What follows belongs to an exercise in optimizing a design on an open flow for small area, a short achievable clock period and few clock cycles per item; a production flow would make more cautious choices.
No functional check of the RTL was part of any run shown here.
Power and IR drop assume default switching activity.

$ cat config.mk
export PLATFORM = sky130hd
export DESIGN_NAME = assignment
export DESIGN_NICKNAME = assignment
export VERILOG_FILES = /design/flow/design.v
export SDC_FILE = /design/flow/constraint.sdc
export NUM_CORES = 4
export LEC_CHECK = 0
export CAP_MARGIN = 20
export CORE_MARGIN = 2
export CORE_UTILIZATION = 40
export SLEW_MARGIN = 20
$ cat constraint.sdc
create_clock -name core_clock -period 12.5 [get_ports {clk}]
set_input_delay 2.5000 -clock core_clock [delete_from_list [all_inputs] [get_ports {clk}]]
set_output_delay 2.5000 -clock core_clock [all_outputs]
set_load 0.01 [all_outputs]
$ cat design.v
module assignment (
    input logic clk,
    input logic NRST,
    input logic start,
    input logic [10:0] A,
    input logic [10:0] B,
    output logic [20:0] result,
    output logic ready
);
    logic        busy;
    logic        accept;
    logic [10:0] a_value;
    logic [9:0]  b_mod;
    logic [9:0]  b_mod_next;
    logic [20:0] row0, row1;
    logic pp_0_0;
    logic pp_0_1;
    logic pp_0_2;
    logic pp_0_3;
    logic pp_0_4;
    logic pp_0_5;
    logic pp_0_6;
    logic pp_0_7;
    logic pp_0_8;
    logic pp_0_9;
    logic pp_1_0;
    logic pp_1_1;
    logic pp_1_2;
    logic pp_1_3;
    logic pp_1_4;
    logic pp_1_5;
    logic pp_1_6;
    logic pp_1_7;
    logic pp_1_8;
    logic pp_1_9;
    logic pp_2_0;
    logic pp_2_1;
    logic pp_2_2;
    logic pp_2_3;
    logic pp_2_4;
    logic pp_2_5;
    logic pp_2_6;
    logic pp_2_7;
    logic pp_2_8;
    logic pp_2_9;
    logic pp_3_0;
    logic pp_3_1;
    logic pp_3_2;
    logic pp_3_3;
    logic pp_3_4;
    logic pp_3_5;
    logic pp_3_6;
    logic pp_3_7;
    logic pp_3_8;
    logic pp_3_9;
    logic pp_4_0;
    logic pp_4_1;
    logic pp_4_2;
    logic pp_4_3;
    logic pp_4_4;
    logic pp_4_5;
    logic pp_4_6;
    logic pp_4_7;
    logic pp_4_8;
    logic pp_4_9;
    logic pp_5_0;
    logic pp_5_1;
    logic pp_5_2;
    logic pp_5_3;
    logic pp_5_4;
    logic pp_5_5;
    logic pp_5_6;
    logic pp_5_7;
    logic pp_5_8;
    logic pp_5_9;
    logic pp_6_0;
    logic pp_6_1;
    logic pp_6_2;
    logic pp_6_3;
    logic pp_6_4;
    logic pp_6_5;
    logic pp_6_6;
    logic pp_6_7;
    logic pp_6_8;
    logic pp_6_9;
    logic pp_7_0;
    logic pp_7_1;
    logic pp_7_2;
    logic pp_7_3;
    logic pp_7_4;
    logic pp_7_5;
    logic pp_7_6;
    logic pp_7_7;
    logic pp_7_8;
    logic pp_7_9;
    logic pp_8_0;
    logic pp_8_1;
    logic pp_8_2;
    logic pp_8_3;
    logic pp_8_4;
    logic pp_8_5;
    logic pp_8_6;
    logic pp_8_7;
    logic pp_8_8;
    logic pp_8_9;
    logic pp_9_0;
    logic pp_9_1;
    logic pp_9_2;
    logic pp_9_3;
    logic pp_9_4;
    logic pp_9_5;
    logic pp_9_6;
    logic pp_9_7;
    logic pp_9_8;
    logic pp_9_9;
    logic pp_10_0;
    logic pp_10_1;
    logic pp_10_2;
    logic pp_10_3;
    logic pp_10_4;
    logic pp_10_5;
    logic pp_10_6;
    logic pp_10_7;
    logic pp_10_8;
    logic pp_10_9;
    logic s1;
    logic c2;
    logic s3;
    logic c4;
    logic s5;
    logic c6;
    logic s7;
    logic c8;
    logic s9;
    logic c10;
    logic s11;
    logic c12;
    logic s13;
    logic c14;
    logic s15;
    logic c16;
    logic s17;
    logic c18;
    logic s19;
    logic c20;
    logic s21;
    logic c22;
    logic s23;
    logic c24;
    logic s25;
    logic c26;
    logic s27;
    logic c28;
    logic s29;
    logic c30;
    logic s31;
    logic c32;
    logic s33;
    logic c34;
    logic s35;
    logic c36;
    logic s37;
    logic c38;
    logic s39;
    logic c40;
    logic s41;
    logic c42;
    logic s43;
    logic c44;
    logic s45;
    logic c46;
    logic s47;
    logic c48;
    logic s49;
    logic c50;
    logic s51;
    logic c52;
    logic s53;
    logic c54;
    logic s55;
    logic c56;
    logic s57;
    logic c58;
    logic s59;
    logic c60;
    logic s61;
    logic c62;
    logic s63;
    logic c64;
    logic s65;
    logic c66;
    logic s67;
    logic c68;
    logic s69;
    logic c70;
    logic s71;
    logic c72;
    logic s73;
    logic c74;
    logic s75;
    logic c76;
    logic s77;
    logic c78;
    logic s79;
    logic c80;
    logic s81;
    logic c82;
    logic s83;
    logic c84;
    logic s85;
    logic c86;
    logic s87;
    logic c88;
    logic s89;
    logic c90;
    logic s91;
    logic c92;
    logic s93;
    logic c94;
    logic s95;
    logic c96;
    logic s97;
    logic c98;
    logic s99;
    logic c100;
    logic s101;
    logic c102;
    logic s103;
    logic c104;
    logic s105;
    logic c106;
    logic s107;
    logic c108;
    logic s109;
    logic c110;
    logic s111;
    logic c112;
    logic s113;
    logic c114;
    logic s115;
    logic c116;
    logic s117;
    logic c118;
    logic s119;
    logic c120;
    logic s121;
    logic c122;
    logic s123;
    logic c124;
    logic s125;
    logic c126;
    logic s127;
    logic c128;
    logic s129;
    logic c130;
    logic s131;
    logic c132;
    logic s133;
    logic c134;
    logic s135;
    logic c136;
    logic s137;
    logic c138;
    logic s139;
    logic c140;
    logic s141;
    logic c142;
    logic s143;
    logic c144;
    logic s145;
    logic c146;
    logic s147;
    logic c148;
    logic s149;
    logic c150;
    logic s151;
    logic c152;
    logic s153;
    logic c154;
    logic s155;
    logic c156;
    logic s157;
    logic c158;
    logic s159;
    logic c160;
    assign accept = start & ~busy;
    always_comb begin
        if (B >= 11'd2000)      b_mod_next = 10'(B - 11'd2000);
        else if (B >= 11'd1000) b_mod_next = 10'(B - 11'd1000);
        else                    b_mod_next = B[9:0];
    end
    always_ff @(posedge clk) begin
        if (accept) begin
            a_value <= A;
            b_mod   <= b_mod_next;
        end
    end
    assign pp_0_0 = a_value[0] & b_mod[0];
    assign pp_0_1 = a_value[0] & b_mod[1];
    assign pp_0_2 = a_value[0] & b_mod[2];
    assign pp_0_3 = a_value[0] & b_mod[3];
    assign pp_0_4 = a_value[0] & b_mod[4];
    assign pp_0_5 = a_value[0] & b_mod[5];
    assign pp_0_6 = a_value[0] & b_mod[6];
    assign pp_0_7 = a_value[0] & b_mod[7];
    assign pp_0_8 = a_value[0] & b_mod[8];
    assign pp_0_9 = a_value[0] & b_mod[9];
    assign pp_1_0 = a_value[1] & b_mod[0];
    assign pp_1_1 = a_value[1] & b_mod[1];
    assign pp_1_2 = a_value[1] & b_mod[2];
    assign pp_1_3 = a_value[1] & b_mod[3];
    assign pp_1_4 = a_value[1] & b_mod[4];
    assign pp_1_5 = a_value[1] & b_mod[5];
    assign pp_1_6 = a_value[1] & b_mod[6];
    assign pp_1_7 = a_value[1] & b_mod[7];
    assign pp_1_8 = a_value[1] & b_mod[8];
    assign pp_1_9 = a_value[1] & b_mod[9];
    assign pp_2_0 = a_value[2] & b_mod[0];
    assign pp_2_1 = a_value[2] & b_mod[1];
    assign pp_2_2 = a_value[2] & b_mod[2];
    assign pp_2_3 = a_value[2] & b_mod[3];
    assign pp_2_4 = a_value[2] & b_mod[4];
    assign pp_2_5 = a_value[2] & b_mod[5];
    assign pp_2_6 = a_value[2] & b_mod[6];
    assign pp_2_7 = a_value[2] & b_mod[7];
    assign pp_2_8 = a_value[2] & b_mod[8];
    assign pp_2_9 = a_value[2] & b_mod[9];
    assign pp_3_0 = a_value[3] & b_mod[0];
    assign pp_3_1 = a_value[3] & b_mod[1];
    assign pp_3_2 = a_value[3] & b_mod[2];
    assign pp_3_3 = a_value[3] & b_mod[3];
    assign pp_3_4 = a_value[3] & b_mod[4];
    assign pp_3_5 = a_value[3] & b_mod[5];
    assign pp_3_6 = a_value[3] & b_mod[6];
    assign pp_3_7 = a_value[3] & b_mod[7];
    assign pp_3_8 = a_value[3] & b_mod[8];
    assign pp_3_9 = a_value[3] & b_mod[9];
    assign pp_4_0 = a_value[4] & b_mod[0];
    assign pp_4_1 = a_value[4] & b_mod[1];
    assign pp_4_2 = a_value[4] & b_mod[2];
    assign pp_4_3 = a_value[4] & b_mod[3];
    assign pp_4_4 = a_value[4] & b_mod[4];
    assign pp_4_5 = a_value[4] & b_mod[5];
    assign pp_4_6 = a_value[4] & b_mod[6];
    assign pp_4_7 = a_value[4] & b_mod[7];
    assign pp_4_8 = a_value[4] & b_mod[8];
    assign pp_4_9 = a_value[4] & b_mod[9];
    assign pp_5_0 = a_value[5] & b_mod[0];
    assign pp_5_1 = a_value[5] & b_mod[1];
    assign pp_5_2 = a_value[5] & b_mod[2];
    assign pp_5_3 = a_value[5] & b_mod[3];
    assign pp_5_4 = a_value[5] & b_mod[4];
    assign pp_5_5 = a_value[5] & b_mod[5];
    assign pp_5_6 = a_value[5] & b_mod[6];
    assign pp_5_7 = a_value[5] & b_mod[7];
    assign pp_5_8 = a_value[5] & b_mod[8];
    assign pp_5_9 = a_value[5] & b_mod[9];
    assign pp_6_0 = a_value[6] & b_mod[0];
    assign pp_6_1 = a_value[6] & b_mod[1];
    assign pp_6_2 = a_value[6] & b_mod[2];
    assign pp_6_3 = a_value[6] & b_mod[3];
    assign pp_6_4 = a_value[6] & b_mod[4];
    assign pp_6_5 = a_value[6] & b_mod[5];
    assign pp_6_6 = a_value[6] & b_mod[6];
    assign pp_6_7 = a_value[6] & b_mod[7];
    assign pp_6_8 = a_value[6] & b_mod[8];
    assign pp_6_9 = a_value[6] & b_mod[9];
    assign pp_7_0 = a_value[7] & b_mod[0];
    assign pp_7_1 = a_value[7] & b_mod[1];
    assign pp_7_2 = a_value[7] & b_mod[2];
    assign pp_7_3 = a_value[7] & b_mod[3];
    assign pp_7_4 = a_value[7] & b_mod[4];
    assign pp_7_5 = a_value[7] & b_mod[5];
    assign pp_7_6 = a_value[7] & b_mod[6];
    assign pp_7_7 = a_value[7] & b_mod[7];
    assign pp_7_8 = a_value[7] & b_mod[8];
    assign pp_7_9 = a_value[7] & b_mod[9];
    assign pp_8_0 = a_value[8] & b_mod[0];
    assign pp_8_1 = a_value[8] & b_mod[1];
    assign pp_8_2 = a_value[8] & b_mod[2];
    assign pp_8_3 = a_value[8] & b_mod[3];
    assign pp_8_4 = a_value[8] & b_mod[4];
    assign pp_8_5 = a_value[8] & b_mod[5];
    assign pp_8_6 = a_value[8] & b_mod[6];
    assign pp_8_7 = a_value[8] & b_mod[7];
    assign pp_8_8 = a_value[8] & b_mod[8];
    assign pp_8_9 = a_value[8] & b_mod[9];
    assign pp_9_0 = a_value[9] & b_mod[0];
    assign pp_9_1 = a_value[9] & b_mod[1];
    assign pp_9_2 = a_value[9] & b_mod[2];
    assign pp_9_3 = a_value[9] & b_mod[3];
    assign pp_9_4 = a_value[9] & b_mod[4];
    assign pp_9_5 = a_value[9] & b_mod[5];
    assign pp_9_6 = a_value[9] & b_mod[6];
    assign pp_9_7 = a_value[9] & b_mod[7];
    assign pp_9_8 = a_value[9] & b_mod[8];
    assign pp_9_9 = a_value[9] & b_mod[9];
    assign pp_10_0 = a_value[10] & b_mod[0];
    assign pp_10_1 = a_value[10] & b_mod[1];
    assign pp_10_2 = a_value[10] & b_mod[2];
    assign pp_10_3 = a_value[10] & b_mod[3];
    assign pp_10_4 = a_value[10] & b_mod[4];
    assign pp_10_5 = a_value[10] & b_mod[5];
    assign pp_10_6 = a_value[10] & b_mod[6];
    assign pp_10_7 = a_value[10] & b_mod[7];
    assign pp_10_8 = a_value[10] & b_mod[8];
    assign pp_10_9 = a_value[10] & b_mod[9];
    assign s1 = pp_0_2 ^ pp_1_1 ^ pp_2_0;
    assign c2 = (pp_0_2 & pp_1_1) | (pp_0_2 & pp_2_0) | (pp_1_1 & pp_2_0);
    assign s3 = pp_0_3 ^ pp_1_2 ^ pp_2_1;
    assign c4 = (pp_0_3 & pp_1_2) | (pp_0_3 & pp_2_1) | (pp_1_2 & pp_2_1);
    assign s5 = pp_3_0 ^ c2 ^ s3;
    assign c6 = (pp_3_0 & c2) | (pp_3_0 & s3) | (c2 & s3);
    assign s7 = pp_0_4 ^ pp_1_3 ^ pp_2_2;
    assign c8 = (pp_0_4 & pp_1_3) | (pp_0_4 & pp_2_2) | (pp_1_3 & pp_2_2);
    assign s9 = pp_3_1 ^ pp_4_0 ^ c4;
    assign c10 = (pp_3_1 & pp_4_0) | (pp_3_1 & c4) | (pp_4_0 & c4);
    assign s11 = s7 ^ c6 ^ s9;
    assign c12 = (s7 & c6) | (s7 & s9) | (c6 & s9);
    assign s13 = pp_0_5 ^ pp_1_4 ^ pp_2_3;
    assign c14 = (pp_0_5 & pp_1_4) | (pp_0_5 & pp_2_3) | (pp_1_4 & pp_2_3);
    assign s15 = pp_3_2 ^ pp_4_1 ^ pp_5_0;
    assign c16 = (pp_3_2 & pp_4_1) | (pp_3_2 & pp_5_0) | (pp_4_1 & pp_5_0);
    assign s17 = c8 ^ s13 ^ s15;
    assign c18 = (c8 & s13) | (c8 & s15) | (s13 & s15);
    assign s19 = c10 ^ s17 ^ c12;
    assign c20 = (c10 & s17) | (c10 & c12) | (s17 & c12);
    assign s21 = pp_0_6 ^ pp_1_5 ^ pp_2_4;
    assign c22 = (pp_0_6 & pp_1_5) | (pp_0_6 & pp_2_4) | (pp_1_5 & pp_2_4);
    assign s23 = pp_3_3 ^ pp_4_2 ^ pp_5_1;
    assign c24 = (pp_3_3 & pp_4_2) | (pp_3_3 & pp_5_1) | (pp_4_2 & pp_5_1);
    assign s25 = pp_6_0 ^ c14 ^ c16;
    assign c26 = (pp_6_0 & c14) | (pp_6_0 & c16) | (c14 & c16);
    assign s27 = s21 ^ s23 ^ c18;
    assign c28 = (s21 & s23) | (s21 & c18) | (s23 & c18);
    assign s29 = s25 ^ s27 ^ c20;
    assign c30 = (s25 & s27) | (s25 & c20) | (s27 & c20);
    assign s31 = pp_0_7 ^ pp_1_6 ^ pp_2_5;
    assign c32 = (pp_0_7 & pp_1_6) | (pp_0_7 & pp_2_5) | (pp_1_6 & pp_2_5);
    assign s33 = pp_3_4 ^ pp_4_3 ^ pp_5_2;
    assign c34 = (pp_3_4 & pp_4_3) | (pp_3_4 & pp_5_2) | (pp_4_3 & pp_5_2);
    assign s35 = pp_6_1 ^ pp_7_0 ^ c22;
    assign c36 = (pp_6_1 & pp_7_0) | (pp_6_1 & c22) | (pp_7_0 & c22);
    assign s37 = c24 ^ s31 ^ s33;
    assign c38 = (c24 & s31) | (c24 & s33) | (s31 & s33);
    assign s39 = c26 ^ s35 ^ s37;
    assign c40 = (c26 & s35) | (c26 & s37) | (s35 & s37);
    assign s41 = c28 ^ s39 ^ c30;
    assign c42 = (c28 & s39) | (c28 & c30) | (s39 & c30);
    assign s43 = pp_0_8 ^ pp_1_7 ^ pp_2_6;
    assign c44 = (pp_0_8 & pp_1_7) | (pp_0_8 & pp_2_6) | (pp_1_7 & pp_2_6);
    assign s45 = pp_3_5 ^ pp_4_4 ^ pp_5_3;
    assign c46 = (pp_3_5 & pp_4_4) | (pp_3_5 & pp_5_3) | (pp_4_4 & pp_5_3);
    assign s47 = pp_6_2 ^ pp_7_1 ^ pp_8_0;
    assign c48 = (pp_6_2 & pp_7_1) | (pp_6_2 & pp_8_0) | (pp_7_1 & pp_8_0);
    assign s49 = c32 ^ c34 ^ s43;
    assign c50 = (c32 & c34) | (c32 & s43) | (c34 & s43);
    assign s51 = s45 ^ s47 ^ c36;
    assign c52 = (s45 & s47) | (s45 & c36) | (s47 & c36);
    assign s53 = c38 ^ s49 ^ s51;
    assign c54 = (c38 & s49) | (c38 & s51) | (s49 & s51);
    assign s55 = c40 ^ s53 ^ c42;
    assign c56 = (c40 & s53) | (c40 & c42) | (s53 & c42);
    assign s57 = pp_0_9 ^ pp_1_8 ^ pp_2_7;
    assign c58 = (pp_0_9 & pp_1_8) | (pp_0_9 & pp_2_7) | (pp_1_8 & pp_2_7);
    assign s59 = pp_3_6 ^ pp_4_5 ^ pp_5_4;
    assign c60 = (pp_3_6 & pp_4_5) | (pp_3_6 & pp_5_4) | (pp_4_5 & pp_5_4);
    assign s61 = pp_6_3 ^ pp_7_2 ^ pp_8_1;
    assign c62 = (pp_6_3 & pp_7_2) | (pp_6_3 & pp_8_1) | (pp_7_2 & pp_8_1);
    assign s63 = pp_9_0 ^ c44 ^ c46;
    assign c64 = (pp_9_0 & c44) | (pp_9_0 & c46) | (c44 & c46);
    assign s65 = c48 ^ s57 ^ s59;
    assign c66 = (c48 & s57) | (c48 & s59) | (s57 & s59);
    assign s67 = s61 ^ c50 ^ s63;
    assign c68 = (s61 & c50) | (s61 & s63) | (c50 & s63);
    assign s69 = s65 ^ c52 ^ s67;
    assign c70 = (s65 & c52) | (s65 & s67) | (c52 & s67);
    assign s71 = c54 ^ s69 ^ c56;
    assign c72 = (c54 & s69) | (c54 & c56) | (s69 & c56);
    assign s73 = pp_10_0 ^ pp_1_9 ^ pp_2_8;
    assign c74 = (pp_10_0 & pp_1_9) | (pp_10_0 & pp_2_8) | (pp_1_9 & pp_2_8);
    assign s75 = pp_3_7 ^ pp_4_6 ^ pp_5_5;
    assign c76 = (pp_3_7 & pp_4_6) | (pp_3_7 & pp_5_5) | (pp_4_6 & pp_5_5);
    assign s77 = pp_6_4 ^ pp_7_3 ^ pp_8_2;
    assign c78 = (pp_6_4 & pp_7_3) | (pp_6_4 & pp_8_2) | (pp_7_3 & pp_8_2);
    assign s79 = pp_9_1 ^ c58 ^ c60;
    assign c80 = (pp_9_1 & c58) | (pp_9_1 & c60) | (c58 & c60);
    assign s81 = c62 ^ s73 ^ s75;
    assign c82 = (c62 & s73) | (c62 & s75) | (s73 & s75);
    assign s83 = s77 ^ c64 ^ c66;
    assign c84 = (s77 & c64) | (s77 & c66) | (c64 & c66);
    assign s85 = s79 ^ s81 ^ c68;
    assign c86 = (s79 & s81) | (s79 & c68) | (s81 & c68);
    assign s87 = s83 ^ c70 ^ s85;
    assign c88 = (s83 & c70) | (s83 & s85) | (c70 & s85);
    assign s89 = pp_10_1 ^ pp_2_9 ^ pp_3_8;
    assign c90 = (pp_10_1 & pp_2_9) | (pp_10_1 & pp_3_8) | (pp_2_9 & pp_3_8);
    assign s91 = pp_4_7 ^ pp_5_6 ^ pp_6_5;
    assign c92 = (pp_4_7 & pp_5_6) | (pp_4_7 & pp_6_5) | (pp_5_6 & pp_6_5);
    assign s93 = pp_7_4 ^ pp_8_3 ^ pp_9_2;
    assign c94 = (pp_7_4 & pp_8_3) | (pp_7_4 & pp_9_2) | (pp_8_3 & pp_9_2);
    assign s95 = c74 ^ c76 ^ c78;
    assign c96 = (c74 & c76) | (c74 & c78) | (c76 & c78);
    assign s97 = s89 ^ s91 ^ s93;
    assign c98 = (s89 & s91) | (s89 & s93) | (s91 & s93);
    assign s99 = c80 ^ c82 ^ s95;
    assign c100 = (c80 & c82) | (c80 & s95) | (c82 & s95);
    assign s101 = s97 ^ c84 ^ s99;
    assign c102 = (s97 & c84) | (s97 & s99) | (c84 & s99);
    assign s103 = c86 ^ s101 ^ c88;
    assign c104 = (c86 & s101) | (c86 & c88) | (s101 & c88);
    assign s105 = pp_10_2 ^ pp_3_9 ^ pp_4_8;
    assign c106 = (pp_10_2 & pp_3_9) | (pp_10_2 & pp_4_8) | (pp_3_9 & pp_4_8);
    assign s107 = pp_5_7 ^ pp_6_6 ^ pp_7_5;
    assign c108 = (pp_5_7 & pp_6_6) | (pp_5_7 & pp_7_5) | (pp_6_6 & pp_7_5);
    assign s109 = pp_8_4 ^ pp_9_3 ^ c90;
    assign c110 = (pp_8_4 & pp_9_3) | (pp_8_4 & c90) | (pp_9_3 & c90);
    assign s111 = c92 ^ c94 ^ s105;
    assign c112 = (c92 & c94) | (c92 & s105) | (c94 & s105);
    assign s113 = s107 ^ c96 ^ c98;
    assign c114 = (s107 & c96) | (s107 & c98) | (c96 & c98);
    assign s115 = s109 ^ s111 ^ c100;
    assign c116 = (s109 & s111) | (s109 & c100) | (s111 & c100);
    assign s117 = s113 ^ c102 ^ s115;
    assign c118 = (s113 & c102) | (s113 & s115) | (c102 & s115);
    assign s119 = pp_10_3 ^ pp_4_9 ^ pp_5_8;
    assign c120 = (pp_10_3 & pp_4_9) | (pp_10_3 & pp_5_8) | (pp_4_9 & pp_5_8);
    assign s121 = pp_6_7 ^ pp_7_6 ^ pp_8_5;
    assign c122 = (pp_6_7 & pp_7_6) | (pp_6_7 & pp_8_5) | (pp_7_6 & pp_8_5);
    assign s123 = pp_9_4 ^ c106 ^ c108;
    assign c124 = (pp_9_4 & c106) | (pp_9_4 & c108) | (c106 & c108);
    assign s125 = s119 ^ s121 ^ c110;
    assign c126 = (s119 & s121) | (s119 & c110) | (s121 & c110);
    assign s127 = c112 ^ s123 ^ c114;
    assign c128 = (c112 & s123) | (c112 & c114) | (s123 & c114);
    assign s129 = s125 ^ c116 ^ s127;
    assign c130 = (s125 & c116) | (s125 & s127) | (c116 & s127);
    assign s131 = pp_10_4 ^ pp_5_9 ^ pp_6_8;
    assign c132 = (pp_10_4 & pp_5_9) | (pp_10_4 & pp_6_8) | (pp_5_9 & pp_6_8);
    assign s133 = pp_7_7 ^ pp_8_6 ^ pp_9_5;
    assign c134 = (pp_7_7 & pp_8_6) | (pp_7_7 & pp_9_5) | (pp_8_6 & pp_9_5);
    assign s135 = c120 ^ c122 ^ s131;
    assign c136 = (c120 & c122) | (c120 & s131) | (c122 & s131);
    assign s137 = s133 ^ c124 ^ s135;
    assign c138 = (s133 & c124) | (s133 & s135) | (c124 & s135);
    assign s139 = c126 ^ s137 ^ c128;
    assign c140 = (c126 & s137) | (c126 & c128) | (s137 & c128);
    assign s141 = pp_10_5 ^ pp_6_9 ^ pp_7_8;
    assign c142 = (pp_10_5 & pp_6_9) | (pp_10_5 & pp_7_8) | (pp_6_9 & pp_7_8);
    assign s143 = pp_8_7 ^ pp_9_6 ^ c132;
    assign c144 = (pp_8_7 & pp_9_6) | (pp_8_7 & c132) | (pp_9_6 & c132);
    assign s145 = c134 ^ s141 ^ c136;
    assign c146 = (c134 & s141) | (c134 & c136) | (s141 & c136);
    assign s147 = s143 ^ c138 ^ s145;
    assign c148 = (s143 & c138) | (s143 & s145) | (c138 & s145);
    assign s149 = pp_10_6 ^ pp_7_9 ^ pp_8_8;
    assign c150 = (pp_10_6 & pp_7_9) | (pp_10_6 & pp_8_8) | (pp_7_9 & pp_8_8);
    assign s151 = pp_9_7 ^ c142 ^ s149;
    assign c152 = (pp_9_7 & c142) | (pp_9_7 & s149) | (c142 & s149);
    assign s153 = c144 ^ s151 ^ c146;
    assign c154 = (c144 & s151) | (c144 & c146) | (s151 & c146);
    assign s155 = pp_10_7 ^ pp_8_9 ^ pp_9_8;
    assign c156 = (pp_10_7 & pp_8_9) | (pp_10_7 & pp_9_8) | (pp_8_9 & pp_9_8);
    assign s157 = c150 ^ s155 ^ c152;
    assign c158 = (c150 & s155) | (c150 & c152) | (s155 & c152);
    assign s159 = pp_10_8 ^ pp_9_9 ^ c156;
    assign c160 = (pp_10_8 & pp_9_9) | (pp_10_8 & c156) | (pp_9_9 & c156);
    assign row0 = {1'b0, pp_10_9, s159, s157, c148, s147, c130, c118, s117, s103, s87, s71, s55, s41, s29, s19, s11, s5, s1, pp_0_1, pp_0_0};
    assign row1 = {1'b0, c160, c158, c154, s153, c140, s139, s129, c104, 1'b0, c72, 1'b0, 1'b0, 1'b0, 1'b0, 1'b0, 1'b0, 1'b0, 1'b0, pp_1_0, 1'b0};
    always_ff @(posedge clk) begin
        result <= row0 + row1;
    end
    always_ff @(posedge clk or negedge NRST) begin
        if (!NRST) begin
            busy  <= 1'b0;
            ready <= 1'b0;
        end else begin
            busy  <= accept;
            ready <= busy | (ready & ~start);
        end
    end
endmodule
$ cat run.sh
#!/bin/bash
# synth_recipe.tcl (not shown) runs the flow's synth.tcl, then flattens the netlist and writes it again
# the make line also repeats each setting of config.mk as NAME=value (left out here)
make -C /OpenROAD-flow-scripts/flow DESIGN_CONFIG=/design/flow/config.mk WORK_HOME=/design/flow/orfs CLKGATE_MAP_FILE= SYNTH_SCRIPT=/design/flow/synth_recipe.tcl finish
==> metrics.md, run 1 <==
| Metric | Value |
|---|---|
| Leakage | 0.002350 uW |
| Slowest stage cell, crit path | edfxtp_1 |
| Achievable frequency | 182.3 MHz |
| GP Congestion | 0.8410 |
| Aggregate global routing overflow | 0 |
| Area contributors post-synth | fa_1, edfxtp_1, and2_1 |
| P_int | 585.8 uW |
| # hold bufs at CTS | 0 |
| Outcome | complete, no violations |
| Commonest cells in the synthesized netlist | fa_1, and2_1, inv_1 |
| Hold Vio Cnt, Final | 0 |
| Routed WL | 9308 um |
| Top_reg_cell synth | edfxtp_1 |
| Final setup TNS | 0 ps |
| Drt first pass iters | 4 |
| Mapped cell area | 0.004609 mm2 |
| Clock power share | 0.161 |
| Initial Util | 0.4072 |
| Die Y | 111.3 um |
| CP top delay family | adder cells |
| Final min period | 5486 ps |
| Critical Path Most Common Cell | fa_1 |
| Cell area after layout | 0.005351 mm2 |
| Final net count | 607 |
| Met1 usage | 0.2076 |
| Synth unique cells | 52 |
| Setup repair after global routing missed its margin | no |
| Sw Ratio | 0.3963 |
| Skew final | 6.808 ps |
| # Max-Cap Violations | 0 |
| M3 GR Usage | 0.01960 |
| Gate power share | 0.617 |
| Clock buffer depth | 2 |
| H-tree lvl count | 2 |
| Core area | 0.01132 mm2 |
| Slowest stage delay, CP | 550 ps |
| Final ANT Viol Nets | 0 |
| Input/output buffers | 46 |
| Clk sinks | 44 |
| Pwr Total | 970.4 uW |
| Crit. End Element | flop |
| First-pass GRT wire length | 16150 um |
| WP data required | 12680 ps |
| Initial DRC count | 128 |
| # rows | 39 |
| WP data arrival | 5670 ps |
| Sequential fraction of design power | 0.222 |
| Max_slew headroom | 0.6859 |
| Synthesis Warnings | 1 |
| FFs w/ async S/R, synth | 0.04545 |
| Pin count of the biggest net entering global routing | 23 |
| DRC | 0 |
| Layout cell share with drive strength beyond 1 | 0.03292 |
| Drt wl/cell | 14.80 um |
| Startpoint types | flop |
| Die area | 0.01240 mm2 |
| Initial antenna violation count | 0 |
| Clock root cell | clkbuf_16 |
| Period utilisation layout | 0.4389 |
| Worst-Skew Late Latency | 300 ps |
| Syn_nets | 572 |
| Synth Register Bits | 44 |
| CTS tree | done |
| GRT Util Overall | 0.1608 |
| VDD IR max | 0.1019 mV |
| Syn Area/Cell | 10.24 um2 |
| Crit path buffers/inverters | 3 |
| Final setup violation count | 0 |
| Most frequent cell after synthesis | fa_1 |
| Switching power | 384.5 uW |
| DP Area | 0.005180 mm2 |
| Busiest grt layer | met2 |
| CP Class | reg2reg |
| Power Density | 181.3 mW/mm2 |
| Die W | 111.3 um |
| Crit-path cells | and2_1 > fa_1 > fa_1 > fa_1 > fa_1 > inv_1 > fa_1 > inv_1 > fa_1 > fa_1 > inv_1 > fa_1 > nor4bb_2 > a41oi_1 > o22ai_1 > a21boi_1 > xnor2_1 |
| Number of flops mapped to enable cells by yosys | 21 |
| Vias per cell | 4.957 |
| CTS buffer count | 5 |
| Register area share after synthesis | 0.2389 |
| Fin. max-slew vios | 0 |
| CP Max Fanout | 11 |
| Synth Instances | 450 |
| Yosys top cell area share | 0.3474 |
| Worst hold slack | 465.4 ps |
| Vias | 3118 |
| M2 GR Usage | 0.2829 |
| Top Ports | 47 |
| Tightest Pin Transition | 465.1 ps |
| CTS clk-pin slew, worst paths | 60 ps |
| CTS-repair resized insts | 0 |
| Vias in the first global route | 3372 |
| ANT cells | 0 |
| Yosys top cell by area | fa_1 |
| Final HPWL DP | 7491 um |
| Tightest Hold Check Type | reg2reg |
| Post-CTS setup buffer count | 0 |
| Layout area overhead | 16.10% |
path summary, 6_finish.rpt:
check	cells past startpoint	slack [ps]	endpoint	start
worst max-delay path	17	7010	result[18]	b_mod[2]
worst min-delay path	1	470	ready	busy
worst max register to register	17	7010	result[18]	b_mod[2]
worst min register to register	1	470	ready	busy
max in group asynchronous	1	10020	busy	NRST
min in group asynchronous	1	2370	ready	NRST
power by group through the flow:
| stage | Combinational [uW] | Sequential, uW | Clock [uW] |
|---|---|---|---|
| after floorplan | 430 | 225 | 0 |
| after global placement | 592 | 219 | 0 |
| after detailed placement | 607 | 219 | 0 |
| after CTS | 612 | 216 | 161 |
| after global routing | 687 | 219 | 166 |
| final | 599 | 215 | 156 |
per-stage QoR:
step | util | setup WS, ps | cells
6_report | 0.4727 | 7014 | 629
5_1_grt | 0.4727 | 6697 | 629
4_1_cts | 0.4727 | 6990 | 629
3_5_place_dp | 0.4576 | 6998 | 621
3_3_place_gp | 0.4576 | 7159 | 621
2_1_floorplan | - | 7554 | 450
placed cells by master, fill, tap and decap left out, types with 2 or more instances in the layout:
cell             netlist  routed
o211ai_1               2       2
nand3_1                4       4
nor2_1                13      13
a21oi_1               10      10
dfrtp_1                2       2
nor3_1                 4       4
clkdlybuf4s50_1        0      46
xnor2_1               12      12
ha_1                  17      17
nand3b_1               2       2
clkbuf_16              0       5
a221oi_1               2       2
nand2b_1               4       4
and2_1                77      77
o21ai_0                4       4
fa_1                  80      80
and3_1                 2       2
nand4b_1               2       2
edfxtp_1              21      21
xor2_1                 6       6
a21o_1                 5       5
inv_1                 70      70
dfxtp_1               21      21
a41oi_1                2       2
o21ai_1                2       2
nand2_1               41      41
a211oi_1               2       2
mux2i_1                2       2
cell families (layout without fill, tap and decap cells):
logic type                 after synthesis  in the layout  share of synthesized area
AOI/OAI and AO/OA                       42             42                    0.06461
xor gates and xnor gates                18             18                    0.03420
adders and majority gates               98             98                     0.3958
buffers and inverters                   90            126                    0.07437
DFF                                     44             44                     0.2389
muxes                                    3              3                   0.007600
and+or+nand+nor                        155            155                     0.1846
layer usage:
metal  up-vias  routed length [um]
met2        66                4877
met4         0                 188
met1      1570                3974
met5         -                   0
li1       1472                   -
met3        10                 268
layout make-up:
| cell class | instances | area (um2) |
|---|---|---|
| clock buffer | 5 | 125.1 |
| clock inverter | 3 | 46.29 |
| fill | 1088 | 5969 |
| inverter | 71 | 266.5 |
| multi-input combinational | 316 | 3166 |
| sequential | 44 | 1101 |
| tap | 143 | 178.9 |
| timing repair buffer | 47 | 467.9 |
sequential cells by signal, indices dropped and copies added, names as in the netlist:
signal	flops
a_value	11
b_mod	10
busy	1
ready	1
result	21
worst register-to-register path, cell delays in order (launching register included):
cell      delay (ps)
edfxtp_1         550
and2_1           240
fa_1             450
fa_1             460
fa_1             440
fa_1             390
inv_1             80
fa_1             160
inv_1             50
fa_1             370
fa_1             360
inv_1             80
fa_1             450
nor4bb_2         450
a41oi_1          250
o22ai_1          320
a21boi_1         140
xnor2_1          140
==> run 2: changes to the inputs <==
--- a/design.v
+++ b/design.v
@@ -296,114 +296,114 @@
         end
     end
-    assign pp_0_0 = a_value[0] & b_mod[0];
-    assign pp_0_1 = a_value[0] & b_mod[1];
-    assign pp_0_2 = a_value[0] & b_mod[2];
-    assign pp_0_3 = a_value[0] & b_mod[3];
-    assign pp_0_4 = a_value[0] & b_mod[4];
-    assign pp_0_5 = a_value[0] & b_mod[5];
-    assign pp_0_6 = a_value[0] & b_mod[6];
-    assign pp_0_7 = a_value[0] & b_mod[7];
-    assign pp_0_8 = a_value[0] & b_mod[8];
-    assign pp_0_9 = a_value[0] & b_mod[9];
-    assign pp_1_0 = a_value[1] & b_mod[0];
-    assign pp_1_1 = a_value[1] & b_mod[1];
-    assign pp_1_2 = a_value[1] & b_mod[2];
-    assign pp_1_3 = a_value[1] & b_mod[3];
-    assign pp_1_4 = a_value[1] & b_mod[4];
-    assign pp_1_5 = a_value[1] & b_mod[5];
-    assign pp_1_6 = a_value[1] & b_mod[6];
-    assign pp_1_7 = a_value[1] & b_mod[7];
-    assign pp_1_8 = a_value[1] & b_mod[8];
-    assign pp_1_9 = a_value[1] & b_mod[9];
-    assign pp_2_0 = a_value[2] & b_mod[0];
-    assign pp_2_1 = a_value[2] & b_mod[1];
-    assign pp_2_2 = a_value[2] & b_mod[2];
-    assign pp_2_3 = a_value[2] & b_mod[3];
-    assign pp_2_4 = a_value[2] & b_mod[4];
-    assign pp_2_5 = a_value[2] & b_mod[5];
-    assign pp_2_6 = a_value[2] & b_mod[6];
-    assign pp_2_7 = a_value[2] & b_mod[7];
-    assign pp_2_8 = a_value[2] & b_mod[8];
-    assign pp_2_9 = a_value[2] & b_mod[9];
-    assign pp_3_0 = a_value[3] & b_mod[0];
-    assign pp_3_1 = a_value[3] & b_mod[1];
-    assign pp_3_2 = a_value[3] & b_mod[2];
-    assign pp_3_3 = a_value[3] & b_mod[3];
-    assign pp_3_4 = a_value[3] & b_mod[4];
-    assign pp_3_5 = a_value[3] & b_mod[5];
-    assign pp_3_6 = a_value[3] & b_mod[6];
-    assign pp_3_7 = a_value[3] & b_mod[7];
-    assign pp_3_8 = a_value[3] & b_mod[8];
-    assign pp_3_9 = a_value[3] & b_mod[9];
-    assign pp_4_0 = a_value[4] & b_mod[0];
-    assign pp_4_1 = a_value[4] & b_mod[1];
-    assign pp_4_2 = a_value[4] & b_mod[2];
-    assign pp_4_3 = a_value[4] & b_mod[3];
-    assign pp_4_4 = a_value[4] & b_mod[4];
-    assign pp_4_5 = a_value[4] & b_mod[5];
-    assign pp_4_6 = a_value[4] & b_mod[6];
-    assign pp_4_7 = a_value[4] & b_mod[7];
-    assign pp_4_8 = a_value[4] & b_mod[8];
-    assign pp_4_9 = a_value[4] & b_mod[9];
-    assign pp_5_0 = a_value[5] & b_mod[0];
-    assign pp_5_1 = a_value[5] & b_mod[1];
-    assign pp_5_2 = a_value[5] & b_mod[2];
-    assign pp_5_3 = a_value[5] & b_mod[3];
-    assign pp_5_4 = a_value[5] & b_mod[4];
-    assign pp_5_5 = a_value[5] & b_mod[5];
-    assign pp_5_6 = a_value[5] & b_mod[6];
-    assign pp_5_7 = a_value[5] & b_mod[7];
-    assign pp_5_8 = a_value[5] & b_mod[8];
-    assign pp_5_9 = a_value[5] & b_mod[9];
-    assign pp_6_0 = a_value[6] & b_mod[0];
-    assign pp_6_1 = a_value[6] & b_mod[1];
-    assign pp_6_2 = a_value[6] & b_mod[2];
-    assign pp_6_3 = a_value[6] & b_mod[3];
-    assign pp_6_4 = a_value[6] & b_mod[4];
-    assign pp_6_5 = a_value[6] & b_mod[5];
-    assign pp_6_6 = a_value[6] & b_mod[6];
-    assign pp_6_7 = a_value[6] & b_mod[7];
-    assign pp_6_8 = a_value[6] & b_mod[8];
-    assign pp_6_9 = a_value[6] & b_mod[9];
-    assign pp_7_0 = a_value[7] & b_mod[0];
-    assign pp_7_1 = a_value[7] & b_mod[1];
-    assign pp_7_2 = a_value[7] & b_mod[2];
-    assign pp_7_3 = a_value[7] & b_mod[3];
-    assign pp_7_4 = a_value[7] & b_mod[4];
-    assign pp_7_5 = a_value[7] & b_mod[5];
-    assign pp_7_6 = a_value[7] & b_mod[6];
-    assign pp_7_7 = a_value[7] & b_mod[7];
-    assign pp_7_8 = a_value[7] & b_mod[8];
-    assign pp_7_9 = a_value[7] & b_mod[9];
-    assign pp_8_0 = a_value[8] & b_mod[0];
-    assign pp_8_1 = a_value[8] & b_mod[1];
-    assign pp_8_2 = a_value[8] & b_mod[2];
-    assign pp_8_3 = a_value[8] & b_mod[3];
-    assign pp_8_4 = a_value[8] & b_mod[4];
-    assign pp_8_5 = a_value[8] & b_mod[5];
-    assign pp_8_6 = a_value[8] & b_mod[6];
-    assign pp_8_7 = a_value[8] & b_mod[7];
-    assign pp_8_8 = a_value[8] & b_mod[8];
-    assign pp_8_9 = a_value[8] & b_mod[9];
-    assign pp_9_0 = a_value[9] & b_mod[0];
-    assign pp_9_1 = a_value[9] & b_mod[1];
-    assign pp_9_2 = a_value[9] & b_mod[2];
-    assign pp_9_3 = a_value[9] & b_mod[3];
-    assign pp_9_4 = a_value[9] & b_mod[4];
-    assign pp_9_5 = a_value[9] & b_mod[5];
-    assign pp_9_6 = a_value[9] & b_mod[6];
-    assign pp_9_7 = a_value[9] & b_mod[7];
-    assign pp_9_8 = a_value[9] & b_mod[8];
-    assign pp_9_9 = a_value[9] & b_mod[9];
-    assign pp_10_0 = a_value[10] & b_mod[0];
-    assign pp_10_1 = a_value[10] & b_mod[1];
-    assign pp_10_2 = a_value[10] & b_mod[2];
-    assign pp_10_3 = a_value[10] & b_mod[3];
-    assign pp_10_4 = a_value[10] & b_mod[4];
-    assign pp_10_5 = a_value[10] & b_mod[5];
-    assign pp_10_6 = a_value[10] & b_mod[6];
-    assign pp_10_7 = a_value[10] & b_mod[7];
-    assign pp_10_8 = a_value[10] & b_mod[8];
-    assign pp_10_9 = a_value[10] & b_mod[9];
+    assign pp_0_0 = ~(a_value[0] & b_mod[0]);
+    assign pp_0_1 = ~(a_value[0] & b_mod[1]);
+    assign pp_0_2 = ~(a_value[0] & b_mod[2]);
+    assign pp_0_3 = ~(a_value[0] & b_mod[3]);
+    assign pp_0_4 = ~(a_value[0] & b_mod[4]);
+    assign pp_0_5 = ~(a_value[0] & b_mod[5]);
+    assign pp_0_6 = ~(a_value[0] & b_mod[6]);
+    assign pp_0_7 = ~(a_value[0] & b_mod[7]);
+    assign pp_0_8 = ~(a_value[0] & b_mod[8]);
+    assign pp_0_9 = ~(a_value[0] & b_mod[9]);
+    assign pp_1_0 = ~(a_value[1] & b_mod[0]);
+    assign pp_1_1 = ~(a_value[1] & b_mod[1]);
+    assign pp_1_2 = ~(a_value[1] & b_mod[2]);
+    assign pp_1_3 = ~(a_value[1] & b_mod[3]);
+    assign pp_1_4 = ~(a_value[1] & b_mod[4]);
+    assign pp_1_5 = ~(a_value[1] & b_mod[5]);
+    assign pp_1_6 = ~(a_value[1] & b_mod[6]);
+    assign pp_1_7 = ~(a_value[1] & b_mod[7]);
+    assign pp_1_8 = ~(a_value[1] & b_mod[8]);
+    assign pp_1_9 = ~(a_value[1] & b_mod[9]);
+    assign pp_2_0 = ~(a_value[2] & b_mod[0]);
+    assign pp_2_1 = ~(a_value[2] & b_mod[1]);
+    assign pp_2_2 = ~(a_value[2] & b_mod[2]);
+    assign pp_2_3 = ~(a_value[2] & b_mod[3]);
+    assign pp_2_4 = ~(a_value[2] & b_mod[4]);
+    assign pp_2_5 = ~(a_value[2] & b_mod[5]);
+    assign pp_2_6 = ~(a_value[2] & b_mod[6]);
+    assign pp_2_7 = ~(a_value[2] & b_mod[7]);
+    assign pp_2_8 = ~(a_value[2] & b_mod[8]);
+    assign pp_2_9 = ~(a_value[2] & b_mod[9]);
+    assign pp_3_0 = ~(a_value[3] & b_mod[0]);
+    assign pp_3_1 = ~(a_value[3] & b_mod[1]);
+    assign pp_3_2 = ~(a_value[3] & b_mod[2]);
+    assign pp_3_3 = ~(a_value[3] & b_mod[3]);
+    assign pp_3_4 = ~(a_value[3] & b_mod[4]);
+    assign pp_3_5 = ~(a_value[3] & b_mod[5]);
+    assign pp_3_6 = ~(a_value[3] & b_mod[6]);
+    assign pp_3_7 = ~(a_value[3] & b_mod[7]);
+    assign pp_3_8 = ~(a_value[3] & b_mod[8]);
+    assign pp_3_9 = ~(a_value[3] & b_mod[9]);
+    assign pp_4_0 = ~(a_value[4] & b_mod[0]);
+    assign pp_4_1 = ~(a_value[4] & b_mod[1]);
+    assign pp_4_2 = ~(a_value[4] & b_mod[2]);
+    assign pp_4_3 = ~(a_value[4] & b_mod[3]);
+    assign pp_4_4 = ~(a_value[4] & b_mod[4]);
+    assign pp_4_5 = ~(a_value[4] & b_mod[5]);
+    assign pp_4_6 = ~(a_value[4] & b_mod[6]);
+    assign pp_4_7 = ~(a_value[4] & b_mod[7]);
+    assign pp_4_8 = ~(a_value[4] & b_mod[8]);
+    assign pp_4_9 = ~(a_value[4] & b_mod[9]);
+    assign pp_5_0 = ~(a_value[5] & b_mod[0]);
+    assign pp_5_1 = ~(a_value[5] & b_mod[1]);
+    assign pp_5_2 = ~(a_value[5] & b_mod[2]);
+    assign pp_5_3 = ~(a_value[5] & b_mod[3]);
+    assign pp_5_4 = ~(a_value[5] & b_mod[4]);
+    assign pp_5_5 = ~(a_value[5] & b_mod[5]);
+    assign pp_5_6 = ~(a_value[5] & b_mod[6]);
+    assign pp_5_7 = ~(a_value[5] & b_mod[7]);
+    assign pp_5_8 = ~(a_value[5] & b_mod[8]);
+    assign pp_5_9 = ~(a_value[5] & b_mod[9]);
+    assign pp_6_0 = ~(a_value[6] & b_mod[0]);
+    assign pp_6_1 = ~(a_value[6] & b_mod[1]);
+    assign pp_6_2 = ~(a_value[6] & b_mod[2]);
+    assign pp_6_3 = ~(a_value[6] & b_mod[3]);
+    assign pp_6_4 = ~(a_value[6] & b_mod[4]);
+    assign pp_6_5 = ~(a_value[6] & b_mod[5]);
+    assign pp_6_6 = ~(a_value[6] & b_mod[6]);
+    assign pp_6_7 = ~(a_value[6] & b_mod[7]);
+    assign pp_6_8 = ~(a_value[6] & b_mod[8]);
+    assign pp_6_9 = ~(a_value[6] & b_mod[9]);
+    assign pp_7_0 = ~(a_value[7] & b_mod[0]);
+    assign pp_7_1 = ~(a_value[7] & b_mod[1]);
+    assign pp_7_2 = ~(a_value[7] & b_mod[2]);
+    assign pp_7_3 = ~(a_value[7] & b_mod[3]);
+    assign pp_7_4 = ~(a_value[7] & b_mod[4]);
+    assign pp_7_5 = ~(a_value[7] & b_mod[5]);
+    assign pp_7_6 = ~(a_value[7] & b_mod[6]);
+    assign pp_7_7 = ~(a_value[7] & b_mod[7]);
+    assign pp_7_8 = ~(a_value[7] & b_mod[8]);
+    assign pp_7_9 = ~(a_value[7] & b_mod[9]);
+    assign pp_8_0 = ~(a_value[8] & b_mod[0]);
+    assign pp_8_1 = ~(a_value[8] & b_mod[1]);
+    assign pp_8_2 = ~(a_value[8] & b_mod[2]);
+    assign pp_8_3 = ~(a_value[8] & b_mod[3]);
+    assign pp_8_4 = ~(a_value[8] & b_mod[4]);
+    assign pp_8_5 = ~(a_value[8] & b_mod[5]);
+    assign pp_8_6 = ~(a_value[8] & b_mod[6]);
+    assign pp_8_7 = ~(a_value[8] & b_mod[7]);
+    assign pp_8_8 = ~(a_value[8] & b_mod[8]);
+    assign pp_8_9 = ~(a_value[8] & b_mod[9]);
+    assign pp_9_0 = ~(a_value[9] & b_mod[0]);
+    assign pp_9_1 = ~(a_value[9] & b_mod[1]);
+    assign pp_9_2 = ~(a_value[9] & b_mod[2]);
+    assign pp_9_3 = ~(a_value[9] & b_mod[3]);
+    assign pp_9_4 = ~(a_value[9] & b_mod[4]);
+    assign pp_9_5 = ~(a_value[9] & b_mod[5]);
+    assign pp_9_6 = ~(a_value[9] & b_mod[6]);
+    assign pp_9_7 = ~(a_value[9] & b_mod[7]);
+    assign pp_9_8 = ~(a_value[9] & b_mod[8]);
+    assign pp_9_9 = ~(a_value[9] & b_mod[9]);
+    assign pp_10_0 = ~(a_value[10] & b_mod[0]);
+    assign pp_10_1 = ~(a_value[10] & b_mod[1]);
+    assign pp_10_2 = ~(a_value[10] & b_mod[2]);
+    assign pp_10_3 = ~(a_value[10] & b_mod[3]);
+    assign pp_10_4 = ~(a_value[10] & b_mod[4]);
+    assign pp_10_5 = ~(a_value[10] & b_mod[5]);
+    assign pp_10_6 = ~(a_value[10] & b_mod[6]);
+    assign pp_10_7 = ~(a_value[10] & b_mod[7]);
+    assign pp_10_8 = ~(a_value[10] & b_mod[8]);
+    assign pp_10_9 = ~(a_value[10] & b_mod[9]);
     assign s1 = pp_0_2 ^ pp_1_1 ^ pp_2_0;
     assign c2 = (pp_0_2 & pp_1_1) | (pp_0_2 & pp_2_0) | (pp_1_1 & pp_2_0);
@@ -566,6 +566,6 @@
     assign s159 = pp_10_8 ^ pp_9_9 ^ c156;
     assign c160 = (pp_10_8 & pp_9_9) | (pp_10_8 & c156) | (pp_9_9 & c156);
-    assign row0 = {1'b0, pp_10_9, s159, s157, c148, s147, c130, c118, s117, s103, s87, s71, s55, s41, s29, s19, s11, s5, s1, pp_0_1, pp_0_0};
-    assign row1 = {1'b0, c160, c158, c154, s153, c140, s139, s129, c104, 1'b0, c72, 1'b0, 1'b0, 1'b0, 1'b0, 1'b0, 1'b0, 1'b0, 1'b0, pp_1_0, 1'b0};
+    assign row0 = {1'b0, ~pp_10_9, ~s159, ~s157, ~c148, ~s147, ~c130, ~c118, ~s117, ~s103, ~s87, ~s71, ~s55, ~s41, ~s29, ~s19, ~s11, ~s5, ~s1, ~pp_0_1, ~pp_0_0};
+    assign row1 = {1'b0, ~c160, ~c158, ~c154, ~s153, ~c140, ~s139, ~s129, ~c104, 1'b0, ~c72, 1'b0, 1'b0, 1'b0, 1'b0, 1'b0, 1'b0, 1'b0, 1'b0, ~pp_1_0, 1'b0};
     always_ff @(posedge clk) begin
         result <= row0 + row1;
==> run 2 against run 1 <==
Effect of this change:
- critical endpoint is now result[19]
- sequential cell count did not move
- count of clock-buffer cells in the layout did not move
- clock power hardly changed
- hold slack gained 8.2 ps
- critical path depth up 4
- highest routed layer unchanged
==> metrics.md, run 2 <==
| Metric | Value |
|---|---|
| Most frequent cells in the layout | inv_1, fa_1, and2_1, clkdlybuf4s50_1, nand2_1 |
| Core area | 0.01127 mm2 (-0.43%) |
| Mapped cell area | 0.004577 mm2 (-0.71%) |
| Final HPWL DP | 7265 um (-3.0%) |
| Final net count | 612 (+0.82%) |
| Place WS | 7206 ps (+208.8 ps) |
| Synth unique cells | 44 (-15%) |
| VDD IR max | 0.1050 mV (+3.0%) |
| Worst hold endpoint | ready |
| Gate power share | 0.616 (about the same) |
| Setup repair after global routing missed its margin | no |
| CTS-repair resized insts | 0 (unchanged) |
| FFs w/ async S/R, synth | 0.04545 (unchanged) |
| Top Ports | 47 (unchanged) |
| Power Density | 180.6 mW/mm2 (-0.40%) |
| Final min period | 5305 ps (-181.0 ps) |
| Min-delay src | busy |
| CTS buffer count | 5 (unchanged) |
| Clk sinks | 44 (unchanged) |
| Input/output buffers | 46 (unchanged) |
| WP data arrival | 5480 ps (-190 ps) |
| Max_slew headroom | 0.6105 (-0.07536) |
| # rows | 39 (unchanged) |
| Drt first pass iters | 4 (unchanged) |
| Vias per cell | 4.863 (-1.9%) |
| Startpoint types | flop |
| Sw Ratio | 0.3927 (-0.003609) |
| Reg-to-Reg End | result[19] |
| Register bank with the most flops | result |
| Area contributors post-synth | fa_1, edfxtp_1, and2_1 |
| Sequential fraction of design power | 0.222 (about the same) |
| Vias in the first global route | 3316 (-1.7%) |
| Outcome | complete, no violations |
| Tightest Pin Transition | 578.1 ps (+113.1 ps) |
| Drt wl/cell | 14.22 um (-3.9%) |
| Clock power share | 0.161 (about the same) |
| Vias | 3083 (-1.1%) |
| GP Congestion | 0.8563 (+1.8%) |
| Syn_nets | 573 (+0.17%) |
| CP Max Fanout | 10 (-1) |
| GRT Util Overall | 0.1576 (-0.003262) |
| Commonest cells in the synthesized netlist | inv_1, fa_1, and2_1 |
| Leakage | 0.002369 uW (+0.82%) |
| ANT cells | 0 (unchanged) |
| WP data required | 12680 ps (about the same) |
| Aggregate global routing overflow | 0 (unchanged) |
| Die Y | 111.0 um (-0.34%) |
| Hold Vio Cnt, Final | 0 (unchanged) |
| Die area | 0.01231 mm2 (-0.67%) |
| CP Class | reg2reg |
| Initial DRC count | 163 (+27%) |
| CTS tree | done |
| Crit. End Element | flop |
| Top_reg_cell synth | edfxtp_1 |
| Skew final | 8.904 ps (+2.095 ps) |
| Period utilisation layout | 0.4244 (-0.01448) |
| Setup ws final | 7195 ps (+181.0 ps) |
| Yosys top cell area share | 0.3499 (+0.002470) |
| Final setup violation count | 0 (unchanged) |
| Clock buffer depth | 2 (unchanged) |
| Final ANT Viol Nets | 0 (unchanged) |
| H-tree lvl count | 2 (unchanged) |
| Tightest Hold Check Type | reg2reg |
| Yosys top cell by area | fa_1 |
| Fin. max-slew vios | 0 (unchanged) |
| Pin count of the biggest net entering global routing | 23 (unchanged) |
| FF-to-FF setup slack | 7190 ps (+180 ps) |
| DRC | 0 (unchanged) |
| Synth Register Bits | 44 (unchanged) |
| Post-CTS setup buffer count | 0 (unchanged) |
| First-pass GRT wire length | 15690 um (-2.8%) |
| Number of flops mapped to enable cells by yosys | 21 (unchanged) |
| Initial antenna violation count | 0 (unchanged) |
| Register area share after synthesis | 0.2406 (+0.001698) |
| Routed WL | 9017 um (-3.1%) |
| Synthesis Warnings | 1 (unchanged) |
| Most frequent cell after synthesis | inv_1 |
| Max FFs per register | 21 (unchanged) |
| P_int | 586.7 uW (+0.14%) |
| Achievable frequency | 188.5 MHz (+3.4%) |
| Clock root cell | clkbuf_16 |
| Layout area overhead | 16.87% |
| Initial Util | 0.4060 (-0.001123) |
| CTS clk-pin slew, worst paths | 70 ps (about the same) |
| Final setup TNS | 0 ps (unchanged) |
| Synth Instances | 451 (+0.22%) |
| Commonest non-fill, non-tap cell in the layout | inv_1 |
| Switching power | 379.3 uW (-1.4%) |
| Worst-Skew Late Latency | 300 ps (about the same) |
| # Max-Cap Violations | 0 (unchanged) |
| Top Registers | result: 21 flops, a_value: 11 flops, b_mod: 10 flops |
| Syn Area/Cell | 10.15 um2 (-0.93%) |
| Hold Path Cell Cnt | 1 (unchanged) |
| # hold bufs at CTS | 0 (unchanged) |
| Crit Reg-Reg Startpoint | a_value[0] |
| Die W | 111.0 um (-0.34%) |
| Reg2reg path depth | 21 (+4) |
| Layout cell share with drive strength beyond 1 | 0.03055 (-0.002372) |
-- run 2: cell count changes in the layout (fill, tap and decap cells not counted), moves of 3 or more --
cell      delta
nand2b_1     -4
xnor2_1      -3
xor2_1       +4
inv_1       +15
and3b_1      +3
-- run 2: stage by stage --
step                      total power (uW)  hold slack (ps)  cell area (um2)    util  std cells
after detailed placement             818.1            465.6             5162  0.4580        625
after CTS                            976.8            481.2             5334  0.4732        633
after floorplan                      655.6            428.7             4577       -        451
after global routing                  1068            492.5             5349  0.4745        634
after global placement               806.8            458.9             5162  0.4580        625
final                                966.0            473.6             5349  0.4745        634
-- run 2: worst max path at each step --
stage	slack (ps)	endpoint	start
2_1_floorplan	7590	result[19]	b_mod[3]
3_3_place_gp	7300	result[19]	a_value[0]
3_5_place_dp	7210	result[19]	a_value[0]
4_1_cts	7180	result[19]	a_value[0]
5_1_grt	6850	result[19]	a_value[0]
6_report	7190	result[19]	a_value[0]
-- run 2: per-layer routing --
layer	share of wire	up-vias	global-route usage
li1	-	1454	-
met1	0.46	1525	0.2125
met2	0.48	86	0.2581
met3	0.037	18	0.02460
met4	0.028	0	0.05917
met5	0	-	0
-- run 2: worst max-delay path, stage by stage, from the launching register on --
cell	delay [ps]
edfxtp_1	530
and2_1	240
fa_1	490
fa_1	410
fa_1	420
inv_1	80
fa_1	150
inv_1	50
fa_1	360
inv_1	90
fa_1	160
inv_1	50
fa_1	360
inv_1	80
fa_1	150
inv_1	40
ha_1	310
and3b_1	230
and4_1	200
a221oi_1	480
a21oi_1	150
xor2_1	170
-- run 2: power groups by stage --
stage | Combinational, uW | Clock [uW] | Sequential [uW]
after floorplan | 430 | 0 | 225
after global routing | 685 | 165 | 218
after CTS | 602 | 160 | 215
after global placement | 589 | 0 | 218
final | 595 | 156 | 215
after detailed placement | 599 | 0 | 219
-- run 2: kinds of logic (layout without fill, tap and decap cells) --
| group | after synthesis | in the layout | synth area share |
|---|---|---|---|
| buffers and inverters | 100 | 140 | 0.08201 |
| muxes | 1 | 1 | 0.002187 |
| xor gates and xnor gates | 19 | 19 | 0.03636 |
| AOI/OAI and AO/OA | 34 | 34 | 0.05276 |
| adders and majority gates | 97 | 97 | 0.3964 |
| and+or+nand+nor | 156 | 156 | 0.1897 |
| DFF | 44 | 44 | 0.2406 |
-- run 2: cell type report --
type	count	area (um2)
inverters	85	319.1
clock inverters	3	46.29
well taps	143	178.9
multi-input cells	307	3103
fillers	1060	5923
flip-flops and latches	44	1101
clock buffers	5	125.1
repair buffers	47	475.5

## port drivers added, routing unchanged
How much do the figures lean on ideal ports? The routed layouts below were timed once more, with nothing changed but the port constraints. Step 1 sets driving cells, clkbuf_16 on the clock port and buf_2 on the other inputs (assumed; they add their load-dependent delay and slew). Step 2 times the ports against the registers' clock, not the clock port: input delays grow and output delays shrink by t, the midpoint of the rising clock arrivals with the driver on. Slacks: ideal ports / drivers / drivers and shift; pairs: ideal ports / drivers.
| run | t, ns | slack for setup (ns) | worst setup path at the end | pins driven straight from the clock port |
|---|---|---|---|---|
| run 1 | 0.329 | 7.014 / 7.014 / 7.014 | register to register | 1 |
| run 2 | 0.330 | 7.195 / 7.195 / 7.195 | register to register | 1 |
After both steps setup and hold are still met in every run listed.
